What follows belongs to an exercise in optimizing a design on an open flow for small area; a production flow would make more cautious choices.
The RTL was checked by simulation tests, not by an equivalence proof against the original design.
Power and IR drop assume default switching activity.

## pitch_correction
module pitch_correction(
    input wire clk,
    input wire reset,
    input wire [31:0] S_AXIS_DATA_0_tdata,
    input wire  S_AXIS_DATA_0_tlast,
    output wire S_AXIS_DATA_0_tready,
    input wire  S_AXIS_DATA_0_tvalid,
    output wire [31:0] m_axis_data_tdata,
    output wire        m_axis_data_tlast,
    input  wire        m_axis_data_tready,
    output wire        m_axis_data_tvalid,
    output wire [15:0] m_axis_config_tdata,
    input  wire m_axis_config_tready,
    output wire m_axis_config_tvalid,
    output wire [31:0] monitor_fft_out,
    output wire monitor_fft_vld,
    output wire [31:0] monitor_pitch_out,
    output wire monitor_pitch_vld,
    input wire pitch_enable
    );
    localparam LS = 3;               
    localparam S  = 1 << LS;
    localparam NT = 256 / S;         
    wire        in_v = S_AXIS_DATA_0_tvalid;
    wire [31:0] din  = S_AXIS_DATA_0_tdata;
    reg rst_d, cfg_v;
    always @(posedge clk) begin
        rst_d <= reset;
        cfg_v <= rst_d;
    end
    assign m_axis_config_tvalid = cfg_v;
    assign m_axis_config_tdata  = 16'h0001;
    assign m_axis_data_tlast    = 1'b0;
    assign monitor_fft_out      = din;
    assign monitor_fft_vld      = in_v;
    localparam FILLING = 2'd0, READY = 2'd1, EMPTYING = 2'd2;
    reg  [1:0] state;
    reg  [7:0] wp;        
    reg  [7:0] rp;        
    reg        ovld;
    wire       acc     = ovld & m_axis_data_tready;
    wire       lastacc = acc & (rp == 8'd255);
    always @(posedge clk) begin
        if (reset) begin
            state <= FILLING;
  ...
==> module pitch_correction, before the edit <==
module pitch_correction(
    input wire clk,
    input wire reset,
    input wire [31:0] S_AXIS_DATA_0_tdata,
    input wire  S_AXIS_DATA_0_tlast,
    output wire S_AXIS_DATA_0_tready,
    input wire  S_AXIS_DATA_0_tvalid,
    output wire [31:0] m_axis_data_tdata,
    output wire        m_axis_data_tlast,
    input  wire        m_axis_data_tready,
    output wire        m_axis_data_tvalid,
    output wire [15:0] m_axis_config_tdata,
    input  wire m_axis_config_tready,
    output wire m_axis_config_tvalid,
    output wire [31:0] monitor_fft_out,
    output wire monitor_fft_vld,
    output wire [31:0] monitor_pitch_out,
    output wire monitor_pitch_vld,
    input wire pitch_enable
    );
    localparam LS = 3;               
    localparam S  = 1 << LS;
    localparam NT = 256 / S;         
    wire        in_v = S_AXIS_DATA_0_tvalid;
    wire [31:0] din  = S_AXIS_DATA_0_tdata;
    reg rst_d, cfg_v;
    always @(posedge clk) begin
        rst_d <= reset;
        cfg_v <= rst_d;
    end
    assign m_axis_config_tvalid = cfg_v;
    assign m_axis_config_tdata  = 16'h0001;
    assign m_axis_data_tlast    = 1'b0;
    assign monitor_fft_out      = din;
    assign monitor_fft_vld      = in_v;
    localparam FILLING = 2'd0, READY = 2'd1, EMPTYING = 2'd2;
    reg  [1:0] state;
    reg  [7:0] wp;        
    reg  [7:0] rp;        
    reg        ovld;
    wire       acc     = ovld & m_axis_data_tready;
    wire       lastacc = acc & (rp == 8'd255);
    always @(posedge clk) begin
        if (reset) begin
            state <= FILLING;
            wp    <= 8'd0;
            rp    <= 8'd0;
            ovld  <= 1'b0;
        end else begin
            if (in_v)
                wp <= wp + 8'd1;
            case (state)
                FILLING:  if (wp == 8'd255) state <= READY;
                READY:    if (acc) state <= EMPTYING;
                EMPTYING: if (lastacc) state <= FILLING;
                default:  state <= state;
            endcase
            if (state == READY)
                ovld <= 1'b1;
            else if (state == FILLING || lastacc)
                ovld <= 1'b0;
            if (acc)
                rp <= rp + 8'd1;
            else if (state == FILLING)
                rp <= 8'd0;
        end
    end
    wire        lower = ~wp[7];
    wire [30:0] xsq;
    sqsum u_sq (.re(din[15:0]), .im(din[31:16]), .x(xsq));
    reg  [30:0] nb;
    reg  [6:0]  peak;
    wire        first = (wp[6:0] == 7'd0);
    wire        gt    = first ? ~&xsq : (xsq < nb);
    wire        upd   = in_v & lower & gt;
    wire        cap_x = in_v & lower & (gt | (wp[6:0] == 7'd10) |
                                        (~first & (&nb) & (wp[6:0] == peak)));
    wire        cap_y = in_v & wp[7] & ((wp[6:0] == 7'd10) | (wp[6:0] == peak));
    always @(posedge clk) begin
        if (in_v & lower & (first | gt))
            nb <= xsq;
        if (reset)
            peak <= 7'd0;
        else if (upd)
            peak <= wp[6:0];
    end
    wire [31:0]   dconj = {(~din[31:16]) + 16'd1, din[15:0]};
    reg  [8191:0] ring;
    always @(posedge clk)
        ring <= {ring[8159:0], in_v ? dconj : ring[8191:8160]};
    wire [NT*32-1:0] taps;
    genvar g;
    generate
        for (g = 0; g < NT; g = g + 1) begin : g_tap
            assign taps[g*32 +: 32] = ring[g*S*32 +: 32];
        end
    endgenerate
    reg  [7:0]      stl;
    reg  [(S-1)*32-1:0] dl;
    wire [NT-1:0]   tsel = {{(NT-1){1'b0}}, 1'b1} << stl[7:LS];
    wire [31:0]     tap;
    aomux #(.N(NT)) u_tap (.d(taps), .s(tsel), .q(tap));
    always @(posedge clk) begin
        stl <= ovld ? stl + {7'd0, ~m_axis_data_tready} : 8'd0;
        dl  <= {dl[(S-2)*32-1:0], tap};
    end
    wire [S-1:0] ssel = {{(S-1){1'b0}}, 1'b1} << stl[LS-1:0];
    wire [31:0]  stream;
    aomux #(.N(S)) u_stream (.d({dl, tap}), .s(ssel), .q(stream));
    reg         cap_xd, cap_yd;
    reg  [31:0] cx, cy;
    wire        swp = (rp[6:0] == 7'd10) | (rp[6:0] == peak);
    always @(posedge clk) begin
        cap_xd <= cap_x;
        cap_yd <= cap_y;
        if (cap_xd | (acc & swp & ~rp[7]))
            cx <= stream;
        if (cap_yd | (acc & swp & rp[7]))
            cy <= stream;
    end
    wire [3:0]  osel = {~pitch_enable,
                        pitch_enable & swp & rp[7],
                        pitch_enable & swp & ~rp[7],
                        pitch_enable & ~swp};
    wire [31:0] rd;
    aomux #(.N(4)) u_out (.d({din, cy, cx, stream}), .s(osel), .q(rd));
    assign m_axis_data_tdata    = rd;
    assign m_axis_data_tvalid   = pitch_enable ? ovld : in_v;
    assign S_AXIS_DATA_0_tready = pitch_enable | m_axis_data_tready;
    assign monitor_pitch_out    = rd;
    assign monitor_pitch_vld    = ovld;
endmodule
Settings: LEC_CHECK=0, CAP_MARGIN=20, CORE_MARGIN=2, CORE_UTILIZATION=70, SLEW_MARGIN=20, SYNTH_HIERARCHICAL=1; clock period 15.0 ns.
standard.sh (not shown) runs the stock make flow with config.mk's settings and CLKGATE_MAP_FILE= SYNTH_SCRIPT=/design/flow/synth_recipe.tcl, a recipe that flattens the netlist after the stock synthesis.
==> flow/flow/run.sh <==
#!/bin/bash
# Own layout flow: the standard flow (standard.sh, standard synthesis
# included), with clock tree synthesis run without dummy loads and the port
# buffers made with the smallest buffer (repair_design still resizes them).
# Each tool's full output stays in orfs/logs/; make's output goes to
# flow_make.log.
set -euo pipefail
export CTS_ARGS="-sink_clustering_enable -repair_clock_nets -dont_use_dummy_load -buf_list sky130_fd_sc_hd__clkbuf_4 -root_buf sky130_fd_sc_hd__clkbuf_16 -sink_clustering_size 11 -sink_clustering_max_diameter 30"
export BUFFER_PORTS_ARGS="-buffer_cell sky130_fd_sc_hd__buf_1"
bash standard.sh finish > flow_make.log 2>&1
Next try:
--- a/flow/design.v
+++ b/flow/design.v
@@ -579,21 +579,19 @@
     end
     wire        lower = ~wp[7];
     wire [30:0] xsq;
     sqsum u_sq (.re(din[15:0]), .im(din[31:16]), .x(xsq));
     reg  [30:0] nb;
     reg  [6:0]  peak;
-    wire        first = (wp[6:0] == 7'd0);
-    wire        gt    = first ? ~&xsq : (xsq < nb);
-    wire        upd   = in_v & lower & gt;
+    wire        gt  = (xsq < nb);
+    wire        upd = in_v & lower & gt;
     wire        cap_x = in_v & lower & (gt | (wp[6:0] == 7'd10) |
-                                        (~first & (&nb) & (wp[6:0] == peak)));
+                                        ((&nb) & (wp[6:0] == peak)));
     wire        cap_y = in_v & wp[7] & ((wp[6:0] == 7'd10) | (wp[6:0] == peak));
     always @(posedge clk) begin
-        if (in_v & lower & (first | gt))
-            nb <= xsq;
+        nb <= ~in_v ? {31{1'b1}} : upd ? xsq : nb;
         if (reset)
             peak <= 7'd0;
         else if (upd)
             peak <= wp[6:0];
     end
     wire [31:0]   dconj = {(~din[31:16]) + 16'd1, din[15:0]};
- The new run ran to the end with no violations
- fmax went up by 0.46%
- combinational power rises by 4.6%
- flip-flop and latch count stays the same
- cell area stays flat
- total power is about the same
- global-route usage is higher by 0.28 points
- sequential power is about the same
- register-to-register slack got worse by 0.15 ns
- hold slack improved by 0.012 ns

port drivers added, routing unchanged:
Ports are ideal in the flow. The routed layouts listed here were re-timed in OpenROAD.
Step 1: set_driving_cell puts a clkbuf_16 on clk and a buf_2 on each other input, an assumption about the parent block.
Step 2, shift: input delay + t, output delay - t, t = (earliest + latest rising clock arrival at the registers) / 2. This alone moves slack from input paths to output paths.
Three values: no drivers, after step 1, after step 2; two values: the first two.
run	shift t [ns]	slack for setup (ns)	hold WS [ns]	latest minus earliest clock arrival (ns)	worst data-port slew with drivers (ns)
the first run	1.360	4.175 / 4.243 / 2.883	0.206 / 0.206 / 0.206	0.230 / 0.230	0.13
the second run	1.357	4.224 / 4.289 / 2.932	0.218 / 0.218 / 0.218	0.249 / 0.248	0.05
After both steps every run listed still meets setup and hold.
